What follows belongs to an exercise in optimizing a design on an open flow for small area, a short achievable clock period and few clock cycles per item; a production flow would make more cautious choices.
Where RTL was checked, it was by simulation tests only, not by an equivalence proof against the original.

==> inputs of run a <==
## biriscv_divider
module biriscv_divider
(
     input           clk_i
    ,input           rst_i
    ,input           opcode_valid_i
    ,input  [ 31:0]  opcode_opcode_i
    ,input  [ 31:0]  opcode_pc_i
    ,input           opcode_invalid_i
    ,input  [  4:0]  opcode_rd_idx_i
    ,input  [  4:0]  opcode_ra_idx_i
    ,input  [  4:0]  opcode_rb_idx_i
    ,input  [ 31:0]  opcode_ra_operand_i
    ,input  [ 31:0]  opcode_rb_operand_i
    ,output          writeback_valid_o
    ,output [ 31:0]  writeback_value_o
);
==> module biriscv_divider, before the edit <==
module biriscv_divider
(
     input           clk_i
    ,input           rst_i
    ,input           opcode_valid_i
    ,input  [ 31:0]  opcode_opcode_i
    ,input  [ 31:0]  opcode_pc_i
    ,input           opcode_invalid_i
    ,input  [  4:0]  opcode_rd_idx_i
    ,input  [  4:0]  opcode_ra_idx_i
    ,input  [  4:0]  opcode_rb_idx_i
    ,input  [ 31:0]  opcode_ra_operand_i
    ,input  [ 31:0]  opcode_rb_operand_i
    ,output          writeback_valid_o
    ,output [ 31:0]  writeback_value_o
);
wire div_rem_inst_w = ((opcode_opcode_i & 32'hfe00707f)  == 32'h2004033)  ||
                      ((opcode_opcode_i & 32'hfe00707f) == 32'h2005033) ||
                      ((opcode_opcode_i & 32'hfe00707f)  == 32'h2006033)  ||
                      ((opcode_opcode_i & 32'hfe00707f) == 32'h2007033);
wire start_w  = opcode_valid_i & div_rem_inst_w;
wire signed_w = ~opcode_opcode_i[12];    
wire div_w    = ~opcode_opcode_i[13];    
wire [31:0] a_w = opcode_ra_operand_i;
wire [31:0] b_w = opcode_rb_operand_i;
wire a_neg_w  = signed_w & a_w[31];
wire b_neg_w  = signed_w & b_w[31];
wire [31:0] a_abs_w = a_neg_w ? -a_w : a_w;
wire [31:0] a_inv_w = a_w ^ {32{a_neg_w}};
wire [31:0] b_inv_w = b_w ^ {32{b_neg_w}};
wire [5:0]  za_w;
wire [5:0]  zb_w;
biriscv_divider_clz u_clz_a (.x_i(a_inv_w), .z_o(za_w));
biriscv_divider_clz u_clz_b (.x_i(b_inv_w), .z_o(zb_w));
wire        b_zero_w = zb_w[5] & ~b_neg_w;
wire [5:0]  za_x_w   = za_w - {5'b0, a_neg_w};
wire [5:0]  zb_x_w   = {zb_w[5] & ~b_neg_w, zb_w[4:0] | {5{zb_w[5]}}};
wire [6:0]  shift_w  = {1'b0, zb_x_w} - {1'b0, za_x_w};
wire        no_q_w   = shift_w[6] | b_zero_w;
wire [4:0]  sh_w     = {shift_w[4:1], 1'b1};
wire [65:0] e_sh_w   = {2'b11, ~b_inv_w, {32{~b_neg_w}}} << sh_w;
wire [33:0] e_init_w = e_sh_w[65:32];
reg        busy_q;
reg        valid_q;
reg [3:0]  cnt_q;
reg        div_q;       
reg        neg_q;       
reg [31:0] r_q;         
reg [33:0] e_q;         
reg        c_q;         
reg [31:0] q_q;         
wire [35:0] sum1_w  = {3'b0, r_q, 1'b1} + {1'b1, e_q, c_q};
wire [34:0] sub1_w  = sum1_w[35:1];
wire        q1_w    = ~sub1_w[34];
wire [31:0] r1_w    = q1_w ? sub1_w[31:0] : r_q;
wire [33:0] e1_w    = {1'b1, e_q[33:1]};
wire [35:0] sum2_w  = {3'b0, r1_w, 1'b1} + {1'b1, e1_w, c_q};
wire [34:0] sub2_w  = sum2_w[35:1];
wire        q2_w    = ~sub2_w[34];
wire [31:0] r2_w    = q2_w ? sub2_w[31:0] : r1_w;
always @(posedge clk_i or posedge rst_i)
if (rst_i)
begin
    busy_q  <= 1'b0;
    valid_q <= 1'b0;
    cnt_q   <= 4'b0;
end
else if (busy_q)
begin
    cnt_q   <= cnt_q - 4'd1;
    if (cnt_q == 4'd0)
    begin
        valid_q <= 1'b1;
        busy_q  <= 1'b0;
    end
    else
        valid_q <= 1'b0;
end
else
begin
    cnt_q   <= sh_w[4:1];
    valid_q <= start_w & no_q_w;
    busy_q  <= start_w & ~no_q_w;
end
always @(posedge clk_i)
if (busy_q)
begin
    if (div_q && cnt_q == 4'd0)
        r_q <= {q_q[29:0], q1_w, q2_w};
    else
        r_q <= r2_w;
    e_q <= {2'b11, e_q[33:2]};
    q_q <= {q_q[29:0], q1_w, q2_w};
end
else
begin
    r_q   <= (div_w & no_q_w) ? {32{b_zero_w}} : a_abs_w;
    e_q   <= e_init_w;
    c_q   <= ~b_neg_w;
    q_q   <= 32'b0;
    div_q <= div_w;
    neg_q <= div_w ? (a_neg_w ^ b_neg_w) & ~b_zero_w : a_neg_w;
end
assign writeback_valid_o = valid_q;
assign writeback_value_o = neg_q ? -r_q : r_q;
endmodule
Settings: LEC_CHECK=0, CAP_MARGIN=20, CORE_MARGIN=2, CORE_UTILIZATION=40, SETUP_SLACK_MARGIN=1.25, SLEW_MARGIN=20; clock period 7.0 ns.
standard.sh (not shown) runs the stock make flow with config.mk's settings and CLKGATE_MAP_FILE= SYNTH_SCRIPT=/design/flow/synth_recipe.tcl, a recipe that flattens the netlist after the stock synthesis.
==> flow/flow/run.sh <==
#!/bin/bash
# Standard layout, with plain buffers (buf_1) on the ports instead of the
# default delay cells; repair resizes them where timing needs it.
set -euo pipefail
export BUFFER_PORTS_ARGS="-buffer_cell sky130_fd_sc_hd__buf_1"
export SKIP_GATE_CLONING=1
bash standard.sh > standard.log 2>&1
==> run b (differences from run a) <==
--- a/flow/design.v
+++ b/flow/design.v
@@ -16,2 +16,8 @@
 );
+function low_mask32;
+    input [31:0] x;
+    begin
+        low_mask32 = ~|(x[31:1] & ~x[30:0]);
+    end
+endfunction
 wire div_rem_inst_w = ((opcode_opcode_i & 32'hfe00707f)  == 32'h2004033)  ||
@@ -34,10 +40,10 @@
 biriscv_divider_clz u_clz_b (.x_i(b_inv_w), .z_o(zb_w));
+wire        pa_w    = a_neg_w & low_mask32(a_inv_w);
+wire        pb_w    = b_neg_w & low_mask32(b_inv_w);
 wire        b_zero_w = zb_w[5] & ~b_neg_w;
-wire [5:0]  za_x_w   = za_w - {5'b0, a_neg_w};
-wire [5:0]  zb_x_w   = {zb_w[5] & ~b_neg_w, zb_w[4:0] | {5{zb_w[5]}}};
-wire [6:0]  shift_w  = {1'b0, zb_x_w} - {1'b0, za_x_w};
+wire [6:0]  shift_w  = {1'b0, zb_w} - {1'b0, za_w} + {6'b0, pa_w} - {6'b0, pb_w};
 wire        no_q_w   = shift_w[6] | b_zero_w;
 wire [4:0]  sh_w     = {shift_w[4:1], 1'b1};
-wire [65:0] e_sh_w   = {2'b11, ~b_inv_w, {32{~b_neg_w}}} << sh_w;
-wire [33:0] e_init_w = e_sh_w[65:32];
+wire [64:0] e_sh_w   = {1'b1, ~b_inv_w, {32{~b_neg_w}}} << sh_w;
+wire [32:0] e_init_w = e_sh_w[64:32];
 reg        busy_q;
@@ -48,13 +54,11 @@
 reg [31:0] r_q;         
-reg [33:0] e_q;         
+reg [32:0] e_q;         
 reg        c_q;         
 reg [31:0] q_q;         
-wire [35:0] sum1_w  = {3'b0, r_q, 1'b1} + {1'b1, e_q, c_q};
-wire [34:0] sub1_w  = sum1_w[35:1];
-wire        q1_w    = ~sub1_w[34];
+wire [33:0] sub1_w  = {2'b0, r_q} + {1'b1, e_q} + {33'b0, c_q};
+wire        q1_w    = ~sub1_w[33];
 wire [31:0] r1_w    = q1_w ? sub1_w[31:0] : r_q;
-wire [33:0] e1_w    = {1'b1, e_q[33:1]};
-wire [35:0] sum2_w  = {3'b0, r1_w, 1'b1} + {1'b1, e1_w, c_q};
-wire [34:0] sub2_w  = sum2_w[35:1];
-wire        q2_w    = ~sub2_w[34];
+wire [32:0] e1_w    = {1'b1, e_q[32:1]};
+wire [33:0] sub2_w  = {2'b0, r1_w} + {1'b1, e1_w} + {33'b0, c_q};
+wire        q2_w    = ~sub2_w[33];
 wire [31:0] r2_w    = q2_w ? sub2_w[31:0] : r1_w;
@@ -87,7 +91,4 @@
 begin
-    if (div_q && cnt_q == 4'd0)
-        r_q <= {q_q[29:0], q1_w, q2_w};
-    else
-        r_q <= r2_w;
-    e_q <= {2'b11, e_q[33:2]};
+    r_q <= r2_w;
+    e_q <= {2'b11, e_q[32:2]};
     q_q <= {q_q[29:0], q1_w, q2_w};
@@ -96,6 +97,6 @@
 begin
-    r_q   <= (div_w & no_q_w) ? {32{b_zero_w}} : a_abs_w;
+    r_q   <= a_abs_w;
     e_q   <= e_init_w;
     c_q   <= ~b_neg_w;
-    q_q   <= 32'b0;
+    q_q   <= {32{b_zero_w}};
     div_q <= div_w;
@@ -103,4 +104,5 @@
 end
+wire [31:0] res_w = div_q ? q_q : r_q;
 assign writeback_valid_o = valid_q;
-assign writeback_value_o = neg_q ? -r_q : r_q;
+assign writeback_value_o = neg_q ? -res_w : res_w;
 endmodule
==> flow/run.sh (new file) <==
#!/bin/bash
# synth_recipe.tcl (not shown) runs the flow's synth.tcl, then flattens the netlist and writes it again
# the make line also repeats each setting of config.mk as NAME=value (left out here)
make -C /OpenROAD-flow-scripts/flow DESIGN_CONFIG=/design/flow/config.mk WORK_HOME=/design/flow/orfs CLKGATE_MAP_FILE= SYNTH_SCRIPT=/design/flow/synth_recipe.tcl finish
Settings changed: SETUP_SLACK_MARGIN 1.25 to unset.
removed: flow/flow/run.sh
removed: flow/standard.sh
==> run c (differences from run a) <==
--- a/flow/design.v
+++ b/flow/design.v
@@ -16,2 +16,8 @@
 );
+function low_mask32;
+    input [31:0] x;
+    begin
+        low_mask32 = ~|(x[31:1] & ~x[30:0]);
+    end
+endfunction
 wire div_rem_inst_w = ((opcode_opcode_i & 32'hfe00707f)  == 32'h2004033)  ||
@@ -34,5 +40,7 @@
 biriscv_divider_clz u_clz_b (.x_i(b_inv_w), .z_o(zb_w));
+wire        pa_w    = a_neg_w & low_mask32(a_inv_w);
+wire        pb_w    = b_neg_w & low_mask32(b_inv_w);
 wire        b_zero_w = zb_w[5] & ~b_neg_w;
-wire [5:0]  za_x_w   = za_w - {5'b0, a_neg_w};
-wire [5:0]  zb_x_w   = {zb_w[5] & ~b_neg_w, zb_w[4:0] | {5{zb_w[5]}}};
+wire [5:0]  za_x_w   = za_w - {5'b0, pa_w};
+wire [5:0]  zb_x_w   = zb_w - {5'b0, pb_w};
 wire [6:0]  shift_w  = {1'b0, zb_x_w} - {1'b0, za_x_w};
@@ -40,4 +48,4 @@
 wire [4:0]  sh_w     = {shift_w[4:1], 1'b1};
-wire [65:0] e_sh_w   = {2'b11, ~b_inv_w, {32{~b_neg_w}}} << sh_w;
-wire [33:0] e_init_w = e_sh_w[65:32];
+wire [64:0] e_sh_w   = {1'b1, ~b_inv_w, {32{~b_neg_w}}} << sh_w;
+wire [32:0] e_init_w = e_sh_w[64:32];
 reg        busy_q;
@@ -48,13 +56,13 @@
 reg [31:0] r_q;         
-reg [33:0] e_q;         
+reg [32:0] e_q;         
 reg        c_q;         
 reg [31:0] q_q;         
-wire [35:0] sum1_w  = {3'b0, r_q, 1'b1} + {1'b1, e_q, c_q};
-wire [34:0] sub1_w  = sum1_w[35:1];
-wire        q1_w    = ~sub1_w[34];
+wire [34:0] sum1_w  = {2'b0, r_q, 1'b1} + {1'b1, e_q, c_q};
+wire [33:0] sub1_w  = sum1_w[34:1];
+wire        q1_w    = ~sub1_w[33];
 wire [31:0] r1_w    = q1_w ? sub1_w[31:0] : r_q;
-wire [33:0] e1_w    = {1'b1, e_q[33:1]};
-wire [35:0] sum2_w  = {3'b0, r1_w, 1'b1} + {1'b1, e1_w, c_q};
-wire [34:0] sub2_w  = sum2_w[35:1];
-wire        q2_w    = ~sub2_w[34];
+wire [32:0] e1_w    = {1'b1, e_q[32:1]};
+wire [34:0] sum2_w  = {2'b0, r1_w, 1'b1} + {1'b1, e1_w, c_q};
+wire [33:0] sub2_w  = sum2_w[34:1];
+wire        q2_w    = ~sub2_w[33];
 wire [31:0] r2_w    = q2_w ? sub2_w[31:0] : r1_w;
@@ -91,3 +99,3 @@
         r_q <= r2_w;
-    e_q <= {2'b11, e_q[33:2]};
+    e_q <= {2'b11, e_q[32:2]};
     q_q <= {q_q[29:0], q1_w, q2_w};
==> flow/run.sh (new file) <==
#!/bin/bash
# synth_recipe.tcl (not shown) runs the flow's synth.tcl, then flattens the netlist and writes it again
# the make line also repeats each setting of config.mk as NAME=value (left out here)
make -C /OpenROAD-flow-scripts/flow DESIGN_CONFIG=/design/flow/config.mk WORK_HOME=/design/flow/orfs CLKGATE_MAP_FILE= SYNTH_SCRIPT=/design/flow/synth_recipe.tcl finish
Settings changed: SETUP_SLACK_MARGIN 1.25 to 1.5.
removed: flow/flow/run.sh
removed: flow/standard.sh
==> run d (differences from run a) <==
--- a/flow/design.v
+++ b/flow/design.v
@@ -16,2 +16,8 @@
 );
+function low_mask32;
+    input [31:0] x;
+    begin
+        low_mask32 = ~|(x[31:1] & ~x[30:0]);
+    end
+endfunction
 wire div_rem_inst_w = ((opcode_opcode_i & 32'hfe00707f)  == 32'h2004033)  ||
@@ -34,10 +40,10 @@
 biriscv_divider_clz u_clz_b (.x_i(b_inv_w), .z_o(zb_w));
+wire        pa_w    = a_neg_w & low_mask32(a_inv_w);
+wire        pb_w    = b_neg_w & low_mask32(b_inv_w);
 wire        b_zero_w = zb_w[5] & ~b_neg_w;
-wire [5:0]  za_x_w   = za_w - {5'b0, a_neg_w};
-wire [5:0]  zb_x_w   = {zb_w[5] & ~b_neg_w, zb_w[4:0] | {5{zb_w[5]}}};
-wire [6:0]  shift_w  = {1'b0, zb_x_w} - {1'b0, za_x_w};
+wire [6:0]  shift_w  = {1'b0, zb_w} - {1'b0, za_w} + {6'b0, pa_w} - {6'b0, pb_w};
 wire        no_q_w   = shift_w[6] | b_zero_w;
 wire [4:0]  sh_w     = {shift_w[4:1], 1'b1};
-wire [65:0] e_sh_w   = {2'b11, ~b_inv_w, {32{~b_neg_w}}} << sh_w;
-wire [33:0] e_init_w = e_sh_w[65:32];
+wire [64:0] e_sh_w   = {1'b1, ~b_inv_w, {32{~b_neg_w}}} << sh_w;
+wire [32:0] e_init_w = e_sh_w[64:32];
 reg        busy_q;
@@ -48,13 +54,11 @@
 reg [31:0] r_q;         
-reg [33:0] e_q;         
+reg [32:0] e_q;         
 reg        c_q;         
 reg [31:0] q_q;         
-wire [35:0] sum1_w  = {3'b0, r_q, 1'b1} + {1'b1, e_q, c_q};
-wire [34:0] sub1_w  = sum1_w[35:1];
-wire        q1_w    = ~sub1_w[34];
+wire [33:0] sub1_w  = {2'b0, r_q} + {1'b1, e_q} + {33'b0, c_q};
+wire        q1_w    = ~sub1_w[33];
 wire [31:0] r1_w    = q1_w ? sub1_w[31:0] : r_q;
-wire [33:0] e1_w    = {1'b1, e_q[33:1]};
-wire [35:0] sum2_w  = {3'b0, r1_w, 1'b1} + {1'b1, e1_w, c_q};
-wire [34:0] sub2_w  = sum2_w[35:1];
-wire        q2_w    = ~sub2_w[34];
+wire [32:0] e1_w    = {1'b1, e_q[32:1]};
+wire [33:0] sub2_w  = {2'b0, r1_w} + {1'b1, e1_w} + {33'b0, c_q};
+wire        q2_w    = ~sub2_w[33];
 wire [31:0] r2_w    = q2_w ? sub2_w[31:0] : r1_w;
@@ -87,7 +91,4 @@
 begin
-    if (div_q && cnt_q == 4'd0)
-        r_q <= {q_q[29:0], q1_w, q2_w};
-    else
-        r_q <= r2_w;
-    e_q <= {2'b11, e_q[33:2]};
+    r_q <= r2_w;
+    e_q <= {2'b11, e_q[32:2]};
     q_q <= {q_q[29:0], q1_w, q2_w};
@@ -96,6 +97,6 @@
 begin
-    r_q   <= (div_w & no_q_w) ? {32{b_zero_w}} : a_abs_w;
+    r_q   <= a_abs_w;
     e_q   <= e_init_w;
     c_q   <= ~b_neg_w;
-    q_q   <= 32'b0;
+    q_q   <= {32{b_zero_w}};
     div_q <= div_w;
@@ -103,4 +104,5 @@
 end
+wire [31:0] res_w = div_q ? q_q : r_q;
 assign writeback_valid_o = valid_q;
-assign writeback_value_o = neg_q ? -r_q : r_q;
+assign writeback_value_o = neg_q ? -res_w : res_w;
 endmodule
==> flow/run.sh (new file) <==
#!/bin/bash
# synth_recipe.tcl (not shown) runs the flow's synth.tcl, then flattens the netlist and writes it again
# the make line also repeats each setting of config.mk as NAME=value (left out here)
make -C /OpenROAD-flow-scripts/flow DESIGN_CONFIG=/design/flow/config.mk WORK_HOME=/design/flow/orfs CLKGATE_MAP_FILE= SYNTH_SCRIPT=/design/flow/synth_recipe.tcl finish
Settings changed: GPL_TIMING_DRIVEN set to 0, SETUP_SLACK_MARGIN 1.25 to unset.
removed: flow/flow/run.sh
removed: flow/standard.sh
==> notes.md <==
- Run a passed the timing, design-rule and antenna checks. Run c completed with no timing, DRC or antenna violations. Run b completed with no timing, DRC or antenna violations. Run d ran to the end with no violations.
- Between run a and run d, the lower area after synthesis is in run a (gap 8.4%, measured against run d).
- The highest global-route usage belongs to run d, the lowest to run a.
- In run b the setup slack is worse than in run c, by 1.0 ns.
- Of run d and run c, run d has the higher first-iteration DRC count (gap 10%, measured against run c).
- Utilization: run c > run b > run a > run d.
- Against run d, the non-clock buffer count of run a is lower by 34.
==> figures <==
Run status: run b no timing/DRC/antenna violations; run d no timing/DRC/antenna violations; run a no timing/DRC/antenna violations; run c no timing/DRC/antenna violations
Avg WL per Cell: run b 17.4 um; run d 20.3 um; run a 18.0 um; run c 20.3 um
Worst Hold Depth: run b 2; run d 2; run a 1; run c 2
Worst slack on hold paths: run b 0.468 ns; run d 0.470 ns; run a 0.459 ns; run c 0.444 ns
Data arrival time of the critical path: run b 6.75 ns; run d 7.06 ns; run a 5.85 ns; run c 5.74 ns
Filler cell count in the final layout: run b 3,414; run d 3,454; run a 3,002; run c 3,078
GRT Util Overall: run b 0.248; run d 0.290; run a 0.238; run c 0.276
Area taken by multi-input logic gates: run b 0.0103 mm^2; run d 0.0103 mm^2; run a 0.00975 mm^2; run c 0.0111 mm^2
Inserted tap cell count: run b 442; run d 442; run a 390; run c 402
Setup crit end: run b e_q[30]; run d e_q[29]; run a e_q[17]; run c e_q[19]
Maximum operating frequency: run b 153 MHz; run d 148 MHz; run a 180 MHz; run c 181 MHz
Compound-Gate Fraction of Synth Area: run b 0.288; run d 0.288; run a 0.287; run c 0.315
Critical path fanouts, max: run b 28; run d 10; run a 19; run c 8
Share of final-layout standard cells stronger than drive strength 1: run b 0.0657; run d 0.0490; run a 0.128; run c 0.230
Relative max-transition margin: run b 0.511; run d 0.285; run a 0.428; run c 0.440
Layout clock area frac: run b 0.0189; run d 0.0184; run a 0.0213; run c 0.0173
Testbench counts of run a, summed over its fixed seeds: cycles 19,868, ops 4,800.
Testbench counts of run b, summed over its fixed seeds: cycles 19,588, ops 4,800.
Testbench counts of run d, summed over its fixed seeds: cycles 19,588, ops 4,800.
For run c, only the layout was checked, not whether the RTL still works.

[afterwards: timing with drivers on the ports]
Ports are ideal in the flow. The routed layouts listed here were re-timed in OpenROAD.
Step 1 assumes that a clkbuf_16 drives the clock port and a buf_2 every other input.
Step 2 adds t to the input delays and takes it off the output delays; t is the mean of the earliest and latest rising clock arrival at the registers after step 1. Input paths then give back, and output paths get back, about the clock's delay inside the block.
Slacks: ideal ports / drivers / drivers and shift; pairs: ideal ports / drivers.
run	t, ns	setup slack, ns	worst hold slack (ns)	worst setup path after step 2	cell pins on the clock port's net
run a	0.388	1.445 / 1.461 / 1.073	0.459 / 0.459 / 0.459	input to register	1
run b	0.409	0.484 / 0.505 / 0.096	0.468 / 0.468 / 0.468	input to register	1
run c	0.401	1.485 / 1.507 / 1.106	0.444 / 0.444 / 0.444	input to register	1
run d	0.408	0.235 / 0.262 / -0.146	0.470 / 0.470 / 0.470	input to register	1
Met with ideal ports but missed after step 2: setup timing in run d. For run b, which loses most, drivers alone change the setup slack by +0.021 ns; drivers and shift together by -0.388 ns.
